Source: an optimization exercise on an open RTL-to-GDS flow (aim: small area and a short achievable clock period). Production flows keep margins and buffers that such runs may drop.
Function was checked by simulation only, so behaviour that the tests miss may differ from the original.
The flow treats the clock pin as an ideal source. Dropping or thinning the clock tree relies on that and would not hold on a real chip.
Power figures rest on the tool's default switching activity, not on a simulated workload.

Setup of the baseline:
## mul_radix2
module mul_radix2 #(
    parameter int BIT_WIDTH = 32
) (
    input  logic        clk,
    input  logic        rst,
    input  logic        start,
    input  logic [3:0]  data_in,
    output logic [3:0]  data_out,
    output logic        data_out_valid,
    output logic        result_complete,
    output logic        ready
);
export LEC_CHECK = 0
export ABC_AREA = 1
export CAP_MARGIN = 20
export CORE_MARGIN = 2
export CORE_UTILIZATION = 60
export SLEW_MARGIN = 20
create_clock -name core_clock -period 10.0 [get_ports {clk}]
standard.sh (not shown) runs the stock make flow with config.mk's settings and CLKGATE_MAP_FILE= SYNTH_SCRIPT=/design/flow/synth_recipe.tcl, a recipe that flattens the netlist after the stock synthesis.
==> flow/flow/run.sh <==
#!/bin/bash
set -euo pipefail
export BUFFER_PORTS_ARGS="-buffer_cell sky130_fd_sc_hd__buf_2"
export CTS_ARGS="-sink_clustering_enable -repair_clock_nets -dont_use_dummy_load -buf_list sky130_fd_sc_hd__clkbuf_8"
export POST_CTS_TCL="$(pwd)/flow/cts_post.tcl"
bash standard.sh > flow_standard.log 2>&1
Other scripts of this flow, unchanged in this note and not shown: flow/flow/cts_post.tcl
### the baseline -> the candidate
==> flow/flow/run.sh <==
#!/bin/bash
set -euo pipefail
export BUFFER_PORTS_ARGS="-buffer_cell sky130_fd_sc_hd__buf_2"
export CTS_ARGS="-sink_clustering_enable -repair_clock_nets -dont_use_dummy_load -buf_list sky130_fd_sc_hd__clkbuf_8"
export SETUP_SLACK_MARGIN=7.4
export POST_CTS_TCL="$(pwd)/flow/cts_post.tcl"
bash standard.sh > flow_standard.log 2>&1
Results
Sort the candidate and the baseline by final critical-path share of the clock period, ascending, and the candidate comes first. Worst setup slack after layout: the candidate > the baseline. Number of violations reported at the end of detailed-routing iteration 0 for the candidate is higher than for the baseline. Comparing the baseline against the candidate, there is no change at all in xor/xnor cell area share of the yosys netlist. Global-route wire length before repair was higher in the candidate than in the baseline. The maximum frequency reported for the candidate is greater than that of the baseline by 5.4%. Between the baseline and the candidate, the flow reports total wire length after detailed routing increasing by a few percent. Row via count: the candidate higher / the baseline lower.
No run of this note takes its clock network from TritonCTS; it comes from the design's own scripts or RTL.

== run 1 ==
The RTL this note starts from:
==> flow/design.v <==
module mul_radix2 #(
    parameter int BIT_WIDTH = 32
) (
    input  logic        clk,
    input  logic        rst,
    input  logic        start,
    input  logic [3:0]  data_in,
    output logic [3:0]  data_out,
    output logic        data_out_valid,
    output logic        result_complete,
    output logic        ready
);
    logic [2:0]  m;
    wire  s_idle = (ready & ~m[0]) | result_complete;
    wire  s_one  = ready & m[0];
    wire  s_recv = ~ready & ~data_out_valid;               
    wire  s_step = data_out_valid & ~result_complete;      
    always_ff @(posedge clk) begin
        if (rst) begin
            ready           <= 1'b1;
            data_out_valid  <= 1'b0;
            result_complete <= 1'b0;
            m               <= 3'd0;
        end else if (s_idle) begin
            ready           <= 1'b1;
            data_out_valid  <= 1'b0;
            result_complete <= 1'b0;
            m               <= {2'd0, start};
        end else if (s_one) begin
            ready           <= 1'b0;
            m               <= 3'd0;
        end else if (s_recv) begin
            if (m == 3'd7) data_out_valid <= 1'b1;
            m <= m + 3'd1;
        end else begin
            if (m == 3'd6) result_complete <= 1'b1;
            m <= m + 3'd1;
        end
    end
    wire a_en  = ~((s_recv & m[2] & m[1]) | s_step);
    wire stepn = (s_recv & m[2] & m[1]) | (s_step & ~(m[2] & m[1]));
    logic [31:0] a_n;      
    logic [27:0] s_reg;    
    logic [12:0] k_reg;    
    logic [1:0]  k0;       
    logic        one0, two0, neg0, one1, two1, neg1;
    wire xm1   = neg1;
    wire [2:0] g0 = {data_in[1], data_in[0], xm1};
    wire [2:0] g1 = {data_in[3], data_in[2], data_in[1]};
    wire n_one0 = stepn & (g0[1] ^ g0[0]);
    wire n_two0 = stepn & ((g0[2] & ~g0[1] & ~g0[0]) | (~g0[2] & g0[1] & g0[0]));
    wire n_neg0 = stepn & g0[2];
    wire n_one1 = stepn & (g1[1] ^ g1[0]);
    wire n_two1 = stepn & ((g1[2] & ~g1[1] & ~g1[0]) | (~g1[2] & g1[1] & g1[0]));
    wire n_neg1 = stepn & g1[2];
    wire [32:0] a_ext = {~a_n, 1'b0};
    always_ff @(posedge clk) begin
        if (a_en)
            a_n <= {~data_in, a_n[31:4]};
        one0 <= n_one0; two0 <= n_two0; neg0 <= n_neg0;
        one1 <= n_one1; two1 <= n_two1; neg1 <= n_neg1;
    end
    logic [31:0] r0, r1;
    always_comb begin
        for (int i = 0; i < 32; i++)
            r0[i] = ((one0 & a_ext[i+1]) | (two0 & a_ext[i])) ^ neg0;
        r1[0] = neg1;
        r1[1] = neg1;
        for (int i = 2; i < 32; i++)
            r1[i] = ((one1 & a_ext[i-1]) | (two1 & a_ext[i-2])) ^ neg1;
    end
    wire [31:0] x, yc;
    for (genvar i = 0; i < 28; i++) begin : g_csa
        mul_radix2_fa u_fa (.a(s_reg[i]), .b(r0[i]), .c(r1[i]), .s(x[i]), .co(yc[i]));
    end
    for (genvar i = 28; i < 31; i++) begin : g_csa_top
        mul_radix2_ha u_ha (.a(r0[i]), .b(r1[i]), .s(x[i]), .co(yc[i]));
    end
    assign x[31]  = r0[31] ^ r1[31];
    assign yc[31] = 1'b0;               
    wire [31:0] y  = {yc[30:0], neg1};      
    wire [5:0] nib = {2'd0, x[3:0]} + {2'd0, y[3:0]} + {4'd0, k0} + {5'd0, neg0}
                   + {3'd0, k_reg[0], 2'd0};
    wire [31:4] sum;
    wire [13:0] bc;                         
    wire [13:0] bm;                         
    for (genvar j = 0; j < 12; j++) begin : g_blk
        mul_radix2_fa u_lo (.a(x[2*j+4]), .b(y[2*j+4]), .c(k_reg[j+1]), .s(sum[2*j+4]), .co(bm[j]));
        mul_radix2_fa u_hi (.a(x[2*j+5]), .b(y[2*j+5]), .c(bm[j]), .s(sum[2*j+5]), .co(bc[j]));
    end
    mul_radix2_ha u_lo12 (.a(x[28]), .b(y[28]), .s(sum[28]), .co(bm[12]));
    mul_radix2_fa u_hi12 (.a(x[29]), .b(y[29]), .c(bm[12]), .s(sum[29]), .co(bc[12]));
    mul_radix2_ha u_lo13 (.a(x[30]), .b(y[30]), .s(sum[30]), .co(bm[13]));
    assign sum[31] = x[31] ^ y[31] ^ bm[13];
    assign bc[13]  = 1'b0;              
    always_ff @(posedge clk) begin
        s_reg    <= sum[31:4];
        k_reg    <= bc[12:0];
        k0       <= nib[5:4];
        data_out <= nib[3:0];
    end
endmodule
module mul_radix2_fa (
    input  logic a,
    input  logic b,
    input  logic c,
    output logic s,
    output logic co
);
    assign s  = a ^ b ^ c;
    assign co = (a & b) | (a & c) | (b & c);
endmodule
module mul_radix2_ha (
    input  logic a,
    input  logic b,
    output logic s,
    output logic co
);
    assign s  = a ^ b;
    assign co = a & b;
endmodule
==> flow/config.mk <==
export PLATFORM = sky130hd
export DESIGN_NAME = mul_radix2
export DESIGN_NICKNAME = mul_radix2
export VERILOG_FILES = /design/flow/design.v
export SDC_FILE = /design/flow/constraint.sdc
export NUM_CORES = 4
export LEC_CHECK = 0
export ABC_AREA = 1
export CAP_MARGIN = 20
export CORE_MARGIN = 2
export CORE_UTILIZATION = 60
export SLEW_MARGIN = 20
export SYNTH_HIERARCHICAL = 1
export SYNTH_MINIMUM_KEEP_SIZE = 0
==> flow/constraint.sdc <==
create_clock -name core_clock -period 10.0 [get_ports {clk}]
set_input_delay 2.0000 -clock core_clock [delete_from_list [all_inputs] [get_ports {clk}]]
set_output_delay 2.0000 -clock core_clock [all_outputs]
set_load 0.01 [all_outputs]
==> flow/flow/run.sh <==
#!/bin/bash
set -euo pipefail
export BUFFER_PORTS_ARGS="-buffer_cell sky130_fd_sc_hd__buf_2"
export CTS_ARGS="-sink_clustering_enable -repair_clock_nets -dont_use_dummy_load -buf_list sky130_fd_sc_hd__clkbuf_8"
export SETUP_SLACK_MARGIN=7.00
export SKIP_CTS_REPAIR_TIMING=1
export POST_CTS_TCL="$(pwd)/flow/cts_post.tcl"
bash standard.sh > flow_standard.log 2>&1
Other scripts of this flow, unchanged in this note and not shown: flow/flow/cts_post.tcl
Input changes introduced in run 2 (baseline for comparison: run 1):
--- a/flow/flow/run.sh
+++ b/flow/flow/run.sh
@@ -1,2 +1,10 @@
 #!/bin/bash
+# The standard layout (standard.sh) with three changes:
+#  - the port buffers are plain buf_2 cells;
+#  - the clock tree is flat: after CTS, flow/cts_post.tcl replaces the H-tree with
+#    four clkbuf_16, one per quarter of the flip-flops, all driven by the clock port;
+#  - repair_timing aims for a setup slack of 7.25 ns; the CTS step's own repair is
+#    skipped and run in cts_post.tcl once the flat tree is in place.
+# Each tool's output goes to the logs standard.sh writes under orfs/logs; the make
+# output goes to flow_standard.log.
 set -euo pipefail
@@ -4,3 +12,3 @@
 export CTS_ARGS="-sink_clustering_enable -repair_clock_nets -dont_use_dummy_load -buf_list sky130_fd_sc_hd__clkbuf_8"
-export SETUP_SLACK_MARGIN=7.00
+export SETUP_SLACK_MARGIN=7.25
 export SKIP_CTS_REPAIR_TIMING=1
--- a/flow/config.mk
+++ b/flow/config.mk
@@ -10,3 +10,3 @@
 export CORE_MARGIN = 2
-export CORE_UTILIZATION = 60
+export CORE_UTILIZATION = 75
 export SLEW_MARGIN = 20
==> run notes <==
- Looking at run 1 and run 2, the internal portion of total power is a wash.
- Of run 2 and run 1, it is run 2 that has the higher worst hold slack.
- Run 1 ended up with k0[0] as its critical path endpoint; run 2 ended up with data_out[2].
- [run 2] area used by sequential logic in the layout rose 8.8 µm² relative to run 1
- Re number of multi-input combinational cells in the layout: no difference whatsoever between run 2 and run 1.
- Looking at number of vias in the routed layout across run 1 and run 2, the one that comes out higher is run 2.
- From run 1 to run 2 the numbers moved as follows: final setup skew closely matched the old numbers, fmax went up by 0.50%, number of tap cells added at floorplan now smaller.
- Of run 1 and run 2, run 2 shows the lower fraction of area in multi-input gates, with run 1 above it.
- For run 1, the start point of the critical path was one0, unlike run 2, where it was a_n[0].
The following lists how run 3 was set up differently from run 2:
--- a/flow/flow/run.sh
+++ b/flow/flow/run.sh
@@ -5,3 +5,3 @@
 #    four clkbuf_16, one per quarter of the flip-flops, all driven by the clock port;
-#  - repair_timing aims for a setup slack of 7.25 ns; the CTS step's own repair is
+#  - repair_timing aims for a setup slack of 7.50 ns; the CTS step's own repair is
 #    skipped and run in cts_post.tcl once the flat tree is in place.
@@ -12,3 +12,3 @@
 export CTS_ARGS="-sink_clustering_enable -repair_clock_nets -dont_use_dummy_load -buf_list sky130_fd_sc_hd__clkbuf_8"
-export SETUP_SLACK_MARGIN=7.25
+export SETUP_SLACK_MARGIN=7.50
 export SKIP_CTS_REPAIR_TIMING=1
--- a/flow/config.mk
+++ b/flow/config.mk
@@ -7,6 +7,5 @@
 export LEC_CHECK = 0
-export ABC_AREA = 1
 export CAP_MARGIN = 20
 export CORE_MARGIN = 2
-export CORE_UTILIZATION = 75
+export CORE_UTILIZATION = 60
 export SLEW_MARGIN = 20
### Flow results
- STATUS maximum frequency: run 3 wins against run 2
- Delta (run 3 minus run 2): final-report setup violation count has remained practically unchanged, routed wire length lower.
Modified inputs, run 4 compared to run 3
==> flow/flow/run.sh <==
#!/bin/bash
set -euo pipefail
export BUFFER_PORTS_ARGS="-buffer_cell sky130_fd_sc_hd__buf_2"
export CTS_ARGS="-sink_clustering_enable -repair_clock_nets -dont_use_dummy_load -buf_list sky130_fd_sc_hd__clkbuf_8"
export SETUP_SLACK_MARGIN=7.25
export SKIP_CTS_REPAIR_TIMING=1
export POST_CTS_TCL="$(pwd)/flow/cts_post.tcl"
bash standard.sh > flow_standard.log 2>&1
--- a/flow/config.mk
+++ b/flow/config.mk
@@ -7,2 +7,3 @@
 export LEC_CHECK = 0
+export ABC_AREA = 1
 export CAP_MARGIN = 20
Results
Changes observed in run 4 relative to run 3: global-route usage fell by 1.2 points, via count fell by 14, area used by sequential logic in the layout fell by 10 µm².
Worst path required time: run 3 and run 4 compared, higher one is run 3
Comparing critical path depth for run 3 and run 4, the bigger number came from run 3.
Looking at fraction of met1 tracks used by global routing, run 4 sits 2.1 points below run 3.
Of run 3 and run 4, the run reporting the lower area added between synthesis and finish was run 4.
Looking at type of the setup path with the least slack, the reg -> out result is from run 4; the reg -> reg one comes from run 3.
The timing endpoint of the critical path comes out data_out_valid in one run and k0[0] in the other, namely in run 4 and run 3 respectively.
Between run 3 and run 4, cell area after layout decreased.
Worst setup slack after layout: run 4 better than run 3
Run 4 vs. run 3: sequential share of layout area went up by 1.2 points.
In every run of this note, the design's own scripts or RTL, not TritonCTS, make the clock network.

==> what the ideal ports hide <==
The flow's constraints put no driver on any port. The routed layouts listed below were extracted and timed again, unchanged, in two steps.
Step 1: set_driving_cell puts a clkbuf_16 on clk and a buf_2 on each other input, an assumption about the parent block.
Step 2 adds t to the input delays and takes it off the output delays; t is the mean of the earliest and latest rising clock arrival at the registers after step 1. Input paths then give back, and output paths get back, about the clock's delay inside the block.
Three values: no drivers, after step 1, after step 2; two values: the first two.
| run | t, ns | setup slack, ns | worst data-port slew with drivers (ns) |
|---|---|---|---|
| the baseline | 0.238 | 7.223 / 7.144 / 7.134 | 0.03 |
| the candidate | 0.247 | 7.365 / 7.283 / 7.166 | 0.05 |
| run 1 | 0.232 | 7.167 / 7.167 / 7.167 | 0.03 |
| run 2 | 0.232 | 7.182 / 7.182 / 7.182 | 0.03 |
| run 3 | 0.234 | 7.269 / 7.269 / 7.269 | 0.06 |
| run 4 | 0.233 | 7.318 / 7.236 / 7.347 | 0.03 |
After both steps every run listed still meets setup and hold. For the candidate, which loses most, drivers alone change the setup slack by -0.082 ns; drivers and shift together by -0.199 ns.
